Background: an optimization exercise with open tools, aiming at a short achievable clock period and few clock cycles. Do not read the settings as production practice.
Function was checked by simulation only, so behaviour that the tests miss may differ from the original.

== the reference run ==
Design processor1, start of the top module:
module processor1(
	input  logic        clk,
	input  logic        rst,
	output logic [15:0] imem_addr,
	input  logic [17:0] imem_rdata,
	output logic [15:0] dmem_addr,
	output logic [15:0] dmem_wdata,
	output logic        dmem_we,
	input  logic [15:0] dmem_rdata
	);
	localparam logic [5:0] OP_ADD=6'h00, OP_SUB=6'h01, OP_LW=6'h02, OP_SW=6'h03,
		OP_AND=6'h04, OP_OR=6'h05, OP_NAND=6'h06, OP_NOR=6'h07, OP_XOR=6'h08,
		OP_XNOR=6'h09, OP_ANDN=6'h0a, OP_ORN=6'h0b, OP_NANDN=6'h0c, OP_NORN=6'h0d,
		OP_XNORN=6'h0e, OP_XORN=6'h0f, OP_SLT=6'h10, OP_BEQ=6'h11, OP_BNE=6'h12,
		OP_ADDI=6'h33, OP_MULT=6'h14, OP_DIV=6'h15, OP_MFHI=6'h16, OP_MFLO=6'h17,
		OP_ASR=6'h1a, OP_LSLV=6'h1b, OP_LSRV=6'h1c, OP_J=6'h1d, OP_JR=6'h1e,
		OP_MOD=6'h1f;
	logic [15:0] pc_f, pc_out;
	assign imem_addr = pc_out;
	logic [17:0] ir;
	logic [15:0] ir_pc;
	logic        ir_valid;
	logic        ir_pred;
	logic        use_hold;
	logic [17:0] h_ir;
	logic [15:0] h_pc;
	logic        h_pred;
	wire [17:0] e_ir    = use_hold ? h_ir : ir;
	wire [15:0] e_pc    = use_hold ? h_pc : ir_pc;
	wire        e_valid = use_hold | ir_valid;
	wire        e_pred  = use_hold ? h_pred : ir_pred;
	wire [5:0] op = e_ir[17:12];
	wire [3:0] ra = e_ir[11:8];
	wire [3:0] rb = e_ir[7:4];
	wire [3:0] rc = e_ir[3:0];
	wire [15:0] simm = {{12{rc[3]}}, rc};
	wire [15:0] zimm = {12'b0, rc};
	logic [15:0] rf [1:15];
	logic [15:0] hi, lo;
	logic        ld_m_valid;    
	logic [3:0]  ld_m_dst;
	logic        ld_w_valid;    
	logic [3:0]  ld_w_dst;
	logic [15:0] ldr;
	logic        d1_valid;
	logic        d1_mod;
	logic [3:0]  d1_dst;
	logic [7:0]  d1_a, d1_q;
	logic [15:0] d1_b, d1_r;
	wire [15:0] rf_a = (ra == 4'd0) ? 16'd0 : rf[ra];
	wire [15:0] rf_b = (rb == 4'd0) ? 16'd0 : rf[rb];
	wire [15:0] A = (ld_w_valid && ld_w_dst == ra && ra != 4'd0) ? ldr : rf_a;
	wire [15:0] B = (ld_w_valid && ld_w_dst == rb && rb != 4'd0) ? ldr : rf_b;
	logic reads_a, reads_b;
	always_comb begin
		reads_a = 1'b1;
  ...
For scale: about 8100 cells after synthesis, about 85 I/O pins, about 65000 sq um of cells after synthesis.
clock: 135.0 ns
lec_check: 0
cap_margin: 20
core_margin: 2
core_utilization: 40
slew_margin: 20
synth_hierarchical: 1
synth_minimum_keep_size: 0
standard.sh (not shown) runs the stock make flow with config.mk's settings and CLKGATE_MAP_FILE= SYNTH_SCRIPT=/design/flow/synth_recipe.tcl, a recipe that flattens the netlist after the stock synthesis.
==> flow/flow/run.sh <==
#!/bin/bash
# Layout flow: the standard layout (standard.sh) unchanged, except that
# the input and output ports are buffered with sky130_fd_sc_hd__buf_4
# instead of the cell buffer_ports picks by itself (a slow delay buffer).
set -euo pipefail
export BUFFER_PORTS_ARGS="-buffer_cell sky130_fd_sc_hd__buf_4"
bash standard.sh > standard_flow.log 2>&1
The reference run ended with every stage complete and zero timing, DRC or antenna violations.
Testbench counts of the reference run, summed over its fixed seeds: cycles 20,573.
For the trial run, these inputs were changed with respect to the reference run:
-- flow/design.v --
<<< the reference run, line 458
		OP_ASR=6'h1a, OP_LSLV=6'h1b, OP_LSRV=6'h1c, OP_J=6'h1d, OP_JR=6'h1e,
		OP_MOD=6'h1f;
	logic [15:0] pc_f, pc_out;
	assign imem_addr = pc_out;
	logic [17:0] ir;
	logic [15:0] ir_pc;
>>> the trial run, line 458
		OP_ASR=6'h1a, OP_LSLV=6'h1b, OP_LSRV=6'h1c, OP_J=6'h1d, OP_JR=6'h1e,
		OP_MOD=6'h1f;
	logic [15:0] pc_f;
	assign imem_addr = pc_f;
	logic [17:0] ir;
	logic [15:0] ir_pc;
<<< the reference run, line 569
	wire        pc_ov  = redirect | stall;
	wire [15:0] pc_ovv = redirect ? redirect_pc : pc_f;
	wire [15:0] pc_d, pc_out_d;
	wire [3:0]  f_preds, f_preds2;
	wire        f_pred = f_preds[0];
	wire [15:0] pc_inc = pc_f + 16'd1;
	wire [11:0] pc_inc_hi1 = pc_inc[15:4] + 12'd1;
	wire        ld_pc = e_go & jr_fwd;
	genvar k;
	generate
		for (k = 0; k < 4; k++) begin : g_pc
			pc_next #(.S(k)) u_pc(.ins(imem_rdata), .pc_inc(pc_inc), .pc_inc_hi1(pc_inc_hi1),
			                      .zk(zk), .ov(pc_ov), .ov_pc(pc_ovv), .ld_pc(ld_pc),
			                      .ld_data(dmem_rdata), .rst(rst), .pc_d(pc_d[4*k+3:4*k]),
			                      .pred(f_preds[k]));
			pc_next #(.S(k)) u_pc_out(.ins(imem_rdata), .pc_inc(pc_inc), .pc_inc_hi1(pc_inc_hi1),
			                          .zk(zk), .ov(pc_ov), .ov_pc(pc_ovv), .ld_pc(ld_pc),
			                          .ld_data(dmem_rdata), .rst(rst), .pc_d(pc_out_d[4*k+3:4*k]),
			                          .pred(f_preds2[k]));
		end
	endgenerate
	wire [15:0] mem_addr = A + simm;
	always_ff @(posedge clk) begin
		pc_f     <= pc_d;
		pc_out   <= pc_out_d;
		ir       <= imem_rdata;
		ir_pc    <= pc_f;
>>> the trial run, line 569
	wire        pc_ov  = redirect | stall;
	wire [15:0] pc_ovv = redirect ? redirect_pc : pc_f;
	wire [15:0] pc_d;
	wire        f_pred;
	wire [15:0] pc_inc = pc_f + 16'd1;
	pc_next u_pc_next(.ins(imem_rdata), .pc_inc(pc_inc), .pc_inc_hi1(pc_inc[15:4] + 12'd1),
	                  .zk(zk), .ov(pc_ov), .ov_pc(pc_ovv), .ld_pc(e_go & jr_fwd),
	                  .ld_data(dmem_rdata), .rst(rst), .pc_d(pc_d), .pred(f_pred));
	wire [15:0] mem_addr = A + simm;
	always_ff @(posedge clk) begin
		pc_f     <= pc_d;
		ir       <= imem_rdata;
		ir_pc    <= pc_f;
<<< the reference run, line 634
	end
endmodule
module pc_next #(parameter int S = 0) (
	input  logic [17:0] ins,
	input  logic [15:0] pc_inc,
>>> the trial run, line 620
	end
endmodule
module pc_next(
	input  logic [17:0] ins,
	input  logic [15:0] pc_inc,
<<< the reference run, line 644
	input  logic [15:0] ld_data,
	input  logic        rst,
	output logic [3:0]  pc_d,
	output logic        pred
	);
>>> the trial run, line 630
	input  logic [15:0] ld_data,
	input  logic        rst,
	output logic [15:0] pc_d,
	output logic        pred
	);
<<< the reference run, line 655
	wire       same = feq | (a0 & zk[ins[7:4]]);
	assign pred = (beq & same) | (bne & ~same);
	wire [4:0]  lo   = {1'b0, pc_inc[3:0]} + {1'b0, ins[3:0]};
	wire [15:0] btgt = {lo[4] ? pc_inc_hi1 : pc_inc[15:4], lo[3:0]};
	wire [15:0] jt   = {4'b0000, ins[11:0]};
	wire [3:0]  f_pc = is_j ? jt[4*S+3:4*S] : (pred ? btgt[4*S+3:4*S] : pc_inc[4*S+3:4*S]);
	assign pc_d = {4{~rst}} & (ld_pc ? ld_data[4*S+3:4*S] : (ov ? ov_pc[4*S+3:4*S] : f_pc));
endmodule
module div8(
>>> the trial run, line 641
	wire       same = feq | (a0 & zk[ins[7:4]]);
	assign pred = (beq & same) | (bne & ~same);
	wire [4:0]  lo  = {1'b0, pc_inc[3:0]} + {1'b0, ins[3:0]};
	wire [15:0] btgt = {lo[4] ? pc_inc_hi1 : pc_inc[15:4], lo[3:0]};
	wire [15:0] f_pc = is_j ? {4'b0000, ins[11:0]} : (pred ? btgt : pc_inc);
	assign pc_d = {16{~rst}} & (ld_pc ? ld_data : (ov ? ov_pc : f_pc));
endmodule
module div8(
## What came out
Comparing the trial run and the reference run, the lower final routed wirelength across all metal layers is on the trial run. Going from the reference run to the trial run, critical path depth lost 1, via count went down by 3938. Area: the trial run vs the reference run -> the trial run smaller. Relative area of non-clock buffer cells in the final design in the trial run is 0.16 points higher than in the reference run. The reference run has a higher depth of the worst register-to-register path than the trial run.
Testbench counts of the trial run, summed over its fixed seeds: cycles 20,573.

-- static timing again, ports no longer ideal --
How much do the figures lean on ideal ports? The routed layouts below were timed once more, with nothing changed but the port constraints.
Step 1 assumes that a clkbuf_16 drives the clock port and a buf_2 every other input.
Step 2 adds t to the input delays and takes it off the output delays; t is the mean of the earliest and latest rising clock arrival at the registers after step 1. Input paths then give back, and output paths get back, about the clock's delay inside the block.
Three values: ideal ports, drivers, drivers and shift; two values: the first two.
run | t (ns) | setup slack, ns | worst setup path after step 2 | worst data-port slew with drivers (ns)
the reference run | 0.754 | 106.086 / 106.123 / 105.370 | input to register | 0.04
the trial run | 0.782 | 106.285 / 106.333 / 105.550 | input to register | 0.07
After both steps every run listed still meets setup and hold. For the trial run, which loses most, drivers alone change the setup slack by +0.048 ns; drivers and shift together by -0.735 ns.
